What follows belongs to an exercise in optimizing a design on an open flow for small area; a production flow would make more cautious choices. Function was checked by simulation only, so behaviour that the tests miss may differ from the original. Power figures rest on the tool's default switching activity, not on a simulated workload.

==> 02-13: inputs <==
// DC_DDS_TOP
module DC_DDS_TOP #(
    parameter PHASE_WIDTH = 32,     
    parameter ADDR_WIDTH = 10,      
    parameter DATA_WIDTH = 16,      
    parameter PERIOD_NUM_WIDTH = 3  
)(
	input clk,
	input rst_n,
    input [PHASE_WIDTH-1:0] frq_word   ,  
    input [PHASE_WIDTH-1:0] period_ctrl,  
    input [1:0] CH0_wave_shape,
    input CH0_mod,  
    input CH0_chaotic_valid,  
    input [PHASE_WIDTH-1:0] CH0_chaotic_x,  
    input [PHASE_WIDTH-1:0] CH0_chaotic_y,
    input [PHASE_WIDTH-1:0] CH0_chaotic_z,
    input [1:0] CH1_wave_shape,
    input CH1_mod,  
    input CH1_chaotic_valid,  
    input [PHASE_WIDTH-1:0] CH1_chaotic_x,  
    input [PHASE_WIDTH-1:0] CH1_chaotic_y,
    input [PHASE_WIDTH-1:0] CH1_chaotic_z,
    output reg chaotic_ctrl,  
    output CH0_wave_out_valid,
	output [DATA_WIDTH-1:0] CH0_wave_out,
    output CH1_wave_out_valid,
    output [DATA_WIDTH-1:0] CH1_wave_out
);
reg [PHASE_WIDTH-1:0] cnt_ctrl;
wire [PHASE_WIDTH:0] cnt_c;
wire [PHASE_WIDTH-1:0] cnt_inc;
assign cnt_c[0] = 1'b1;
genvar i;
generate for (i = 0; i < PHASE_WIDTH; i = i + 1) begin : g_inc
    assign cnt_inc[i] = cnt_ctrl[i] ^ cnt_c[i];
  ...
==> flow/config.mk <==
export PLATFORM = sky130hd
export DESIGN_NAME = DC_DDS_TOP
export DESIGN_NICKNAME = DC_DDS_TOP
export VERILOG_FILES = /design/flow/design.v
export SDC_FILE = /design/flow/constraint.sdc
export NUM_CORES = 4
export LEC_CHECK = 0
export ABC_AREA = 1
export CAP_MARGIN = 20
export CORE_MARGIN = 2
export CORE_UTILIZATION = 30
export PLACE_DENSITY = 0.35
export SETUP_SLACK_MARGIN = 0.3
export SLEW_MARGIN = 20
export SYNTH_MEMORY_MAX_BITS = 65536
==> flow/constraint.sdc <==
create_clock -name core_clock -period 10.0 [get_ports {clk}]
set_input_delay 2.0000 -clock core_clock [delete_from_list [all_inputs] [get_ports {clk}]]
set_output_delay 2.0000 -clock core_clock [all_outputs]
set_load 0.01 [all_outputs]
standard.sh (not shown) runs the stock make flow with config.mk's settings and CLKGATE_MAP_FILE= SYNTH_SCRIPT=/design/flow/synth_recipe.tcl, a recipe that flattens the netlist after the stock synthesis.
==> flow/flow/run.sh <==
#!/bin/bash
# Own flow: the standard layout, with two changes to synthesis only:
#  - no full/half-adder extraction (ADDER_MAP_FILE empty) and Yosys's default
#    adder architecture instead of the Kogge-Stone extra map;
#  - the final ABC mapping runs flow/area.abc (deep AIG resynthesis, then the
#    usual choice computation and mapping) instead of abc_area.script.
#  - every port still gets its own buffer, but the smallest buffer cell.
# Registers, their names and the rest of the flow are unchanged.
set -euo pipefail
W=$PWD
sed 's#log_cmd abc {\*}\$abc_args#log_cmd abc {*}[lreplace $abc_args 1 1 '"$W"'/flow/area.abc]#' \
    "$FLOW_HOME/scripts/synth.tcl" > "$W/synth_own.tcl"
grep -q "flow/area.abc" "$W/synth_own.tcl"
sed 's#source $::env(SCRIPTS_DIR)/synth.tcl#source '"$W"'/synth_own.tcl#' \
    "$W/synth_recipe.tcl" > "$W/own_synth.tcl"
grep -q "synth_own.tcl" "$W/own_synth.tcl"
BUFFER_PORTS_ARGS="-buffer_cell sky130_fd_sc_hd__buf_1" \
    bash "$W/standard.sh" SYNTH_SCRIPT="$W/own_synth.tcl" ADDER_MAP_FILE= \
    SYNTH_OPERATIONS_ARGS=-noshare finish > "$W/make.log" 2>&1
==> flow/flow/area.abc <==
strash
&get -n
&deepsyn -T 600
&put
dch
map -B 0.9
topo
==> inputs of 10-15, as changes to 02-13 <==
==> flow/flow/area.abc (replaced) <==
strash
&get -n
&deepsyn -I 2 -T 200
&put
dch
map -B 0.9
topo
--- a/flow/config.mk
+++ b/flow/config.mk
@@ -10,6 +10,6 @@
 export CORE_MARGIN = 2
 export CORE_UTILIZATION = 30
 export PLACE_DENSITY = 0.35
-export SETUP_SLACK_MARGIN = 0.3
+export SETUP_SLACK_MARGIN = 0.6
 export SLEW_MARGIN = 20
 export SYNTH_MEMORY_MAX_BITS = 65536
==> comparison <==
Of 10-15 and 02-13, 10-15 has the higher non-clock buffer count (gap 40). Against 10-15, the combinational power of 02-13 is higher by 17%. Between 02-13 and 10-15, the lower utilization is in 02-13 (gap 1.5 points). Synthesized cell count: 02-13 is higher than 10-15 (3.5%). 10-15 passed the timing, design-rule and antenna checks. 02-13 went through all stages and came out clean. In flip-flop and latch count, 10-15 and 02-13 do not differ. Between 02-13 and 10-15, the lower global-route usage is in 10-15 (gap 0.25 points).

==> xenon <==
DC_DDS_TOP, a different RTL version from the one above (not shown whole).
Design DC_DDS_TOP, start of the top module:
module DC_DDS_TOP #(
    parameter PHASE_WIDTH = 32,     
    parameter ADDR_WIDTH = 10,      
    parameter DATA_WIDTH = 16,      
    parameter PERIOD_NUM_WIDTH = 3  
)(
	input clk,
	input rst_n,
    input [PHASE_WIDTH-1:0] frq_word   ,  
    input [PHASE_WIDTH-1:0] period_ctrl,  
    input [1:0] CH0_wave_shape,
    input CH0_mod,  
    input CH0_chaotic_valid,  
    input [PHASE_WIDTH-1:0] CH0_chaotic_x,  
    input [PHASE_WIDTH-1:0] CH0_chaotic_y,
    input [PHASE_WIDTH-1:0] CH0_chaotic_z,
    input [1:0] CH1_wave_shape,
    input CH1_mod,  
    input CH1_chaotic_valid,  
    input [PHASE_WIDTH-1:0] CH1_chaotic_x,  
    input [PHASE_WIDTH-1:0] CH1_chaotic_y,
    input [PHASE_WIDTH-1:0] CH1_chaotic_z,
    output reg chaotic_ctrl,  
    output CH0_wave_out_valid,
	output [DATA_WIDTH-1:0] CH0_wave_out,
    output CH1_wave_out_valid,
    output [DATA_WIDTH-1:0] CH1_wave_out
);
reg [PHASE_WIDTH-1:0] cnt_ctrl;
wire [PHASE_WIDTH:0] cnt_c;
wire [PHASE_WIDTH-1:0] cnt_inc;
assign cnt_c[0] = 1'b1;
genvar i;
generate for (i = 0; i < PHASE_WIDTH; i = i + 1) begin : g_inc
    assign cnt_inc[i] = cnt_ctrl[i] ^ cnt_c[i];
    assign cnt_c[i+1] = cnt_ctrl[i] & cnt_c[i];
end endgenerate
wire cnt_hit = (cnt_inc == period_ctrl);
always @(posedge clk or negedge rst_n)begin
    if(rst_n == 1'b0)begin
        chaotic_ctrl <= 1'b0;
        cnt_ctrl <= 'd0;
    end
    else begin
        chaotic_ctrl <= cnt_hit;
        cnt_ctrl <= cnt_inc & {PHASE_WIDTH{~cnt_hit}};
    end
end
reg [PHASE_WIDTH-1:0] frq_prev;
always @(posedge clk)begin
    frq_prev <= frq_word;
end
DDS_control #(
    .PHASE_WIDTH(PHASE_WIDTH),
    .ADDR_WIDTH(ADDR_WIDTH),
  ...
clock: 10.0 ns
lec_check: 0
abc_area: 1
cap_margin: 20
core_margin: 2
core_utilization: 55
place_density: 0.65
slew_margin: 20
synth_memory_max_bits: 65536
==> flow/flow/run.sh <==
#!/bin/bash
# Own flow: the standard layout, with two changes to synthesis only:
#  - no full/half-adder extraction (ADDER_MAP_FILE empty) and Yosys's default
#    adder architecture instead of the Kogge-Stone extra map;
#  - the final ABC mapping runs flow/area.abc (deep AIG resynthesis, then the
#    usual choice computation and mapping) instead of abc_area.script.
# Registers, their names and the rest of the flow are unchanged.
set -euo pipefail
W=$PWD
sed 's#log_cmd abc {\*}\$abc_args#log_cmd abc {*}[lreplace $abc_args 1 1 '"$W"'/flow/area.abc]#' \
    "$FLOW_HOME/scripts/synth.tcl" > "$W/synth_own.tcl"
grep -q "flow/area.abc" "$W/synth_own.tcl"
sed 's#source $::env(SCRIPTS_DIR)/synth.tcl#source '"$W"'/synth_own.tcl#' \
    "$W/synth_recipe.tcl" > "$W/own_synth.tcl"
grep -q "synth_own.tcl" "$W/own_synth.tcl"
bash "$W/standard.sh" SYNTH_SCRIPT="$W/own_synth.tcl" ADDER_MAP_FILE= \
    SYNTH_OPERATIONS_ARGS=-noshare finish > "$W/make.log" 2>&1
==> flow/flow/area.abc <==
strash
&get -n
&deepsyn -T 240
&put
dch
map -B 0.9
topo
==> nickel (differences from xenon) <==
==> flow/run.sh (new file) <==
#!/bin/bash
# synth_recipe.tcl (not shown) runs the flow's synth.tcl, then flattens the netlist and writes it again
# the make line also repeats each setting of config.mk as NAME=value (left out here)
make -C /OpenROAD-flow-scripts/flow DESIGN_CONFIG=/design/flow/config.mk WORK_HOME=/design/flow/orfs CLKGATE_MAP_FILE= SYNTH_SCRIPT=/design/flow/synth_recipe.tcl finish
Settings changed: CORE_UTILIZATION 55 to 35, PLACE_DENSITY 0.65 to 0.45.
removed: flow/flow/run.sh
removed: flow/flow/area.abc
removed: flow/standard.sh
==> metrics.cfg <==
[global_routing]
grt_pass1_wl_um = 264000

[run_status]
status = aborted with a tool error
haltStage = 5_1_grt
error = [ERROR GRT-0116] Global routing finished with congestion. Check the congestion regions in the DRC Viewer.

[place]
place_area_mm2 = 0.0275
place_ws_ps = -151

Source of the figures above: xenon

==> metrics.cfg <==
[floorplan]
rows = 105

[power_and_ir_drop]
pwr.group.combinational_mw = 12.9
clkPwrFrac = 0.049
power-top-group = combinational cells

[place]
place_ws_ps = 2050
place_area_mm2 = 0.0328

[global_routing]
grt_pass1_wl_um = 269000

[run_status]
status = timing/DRC/antenna clean

Source of the figures above: nickel

afterwards: timing with drivers on the ports:
The flow's constraints put no driver on any port. The routed layouts listed below were extracted and timed again, unchanged, in two steps.
Step 1 sets driving cells, clkbuf_16 on the clock port and buf_2 on the other inputs (assumed; they add their load-dependent delay and slew).
Step 2 moves the port delays by t, midway between the first and last clock arrival at a register: inputs arrive t later, outputs are due t later. That takes back most of the time a late clock gives input paths.
a / b / c = no drivers / after step 1 / after step 2; a / b = the first two.
run	shift t [ns]	setup WS [ns]	worst setup path at the end	worst data-port slew with drivers (ns)
02-13	0.504	0.430 / 0.373 / 0.556	input to register	0.13
10-15	0.500	0.485 / 0.485 / 0.256	input to register	0.10
nickel	0.510	0.944 / 0.885 / 1.395	register to output	0.08
After both steps every run listed still meets setup and hold. For 10-15, which loses most, drivers alone change the setup slack by 0.000 ns; drivers and shift together by -0.229 ns.
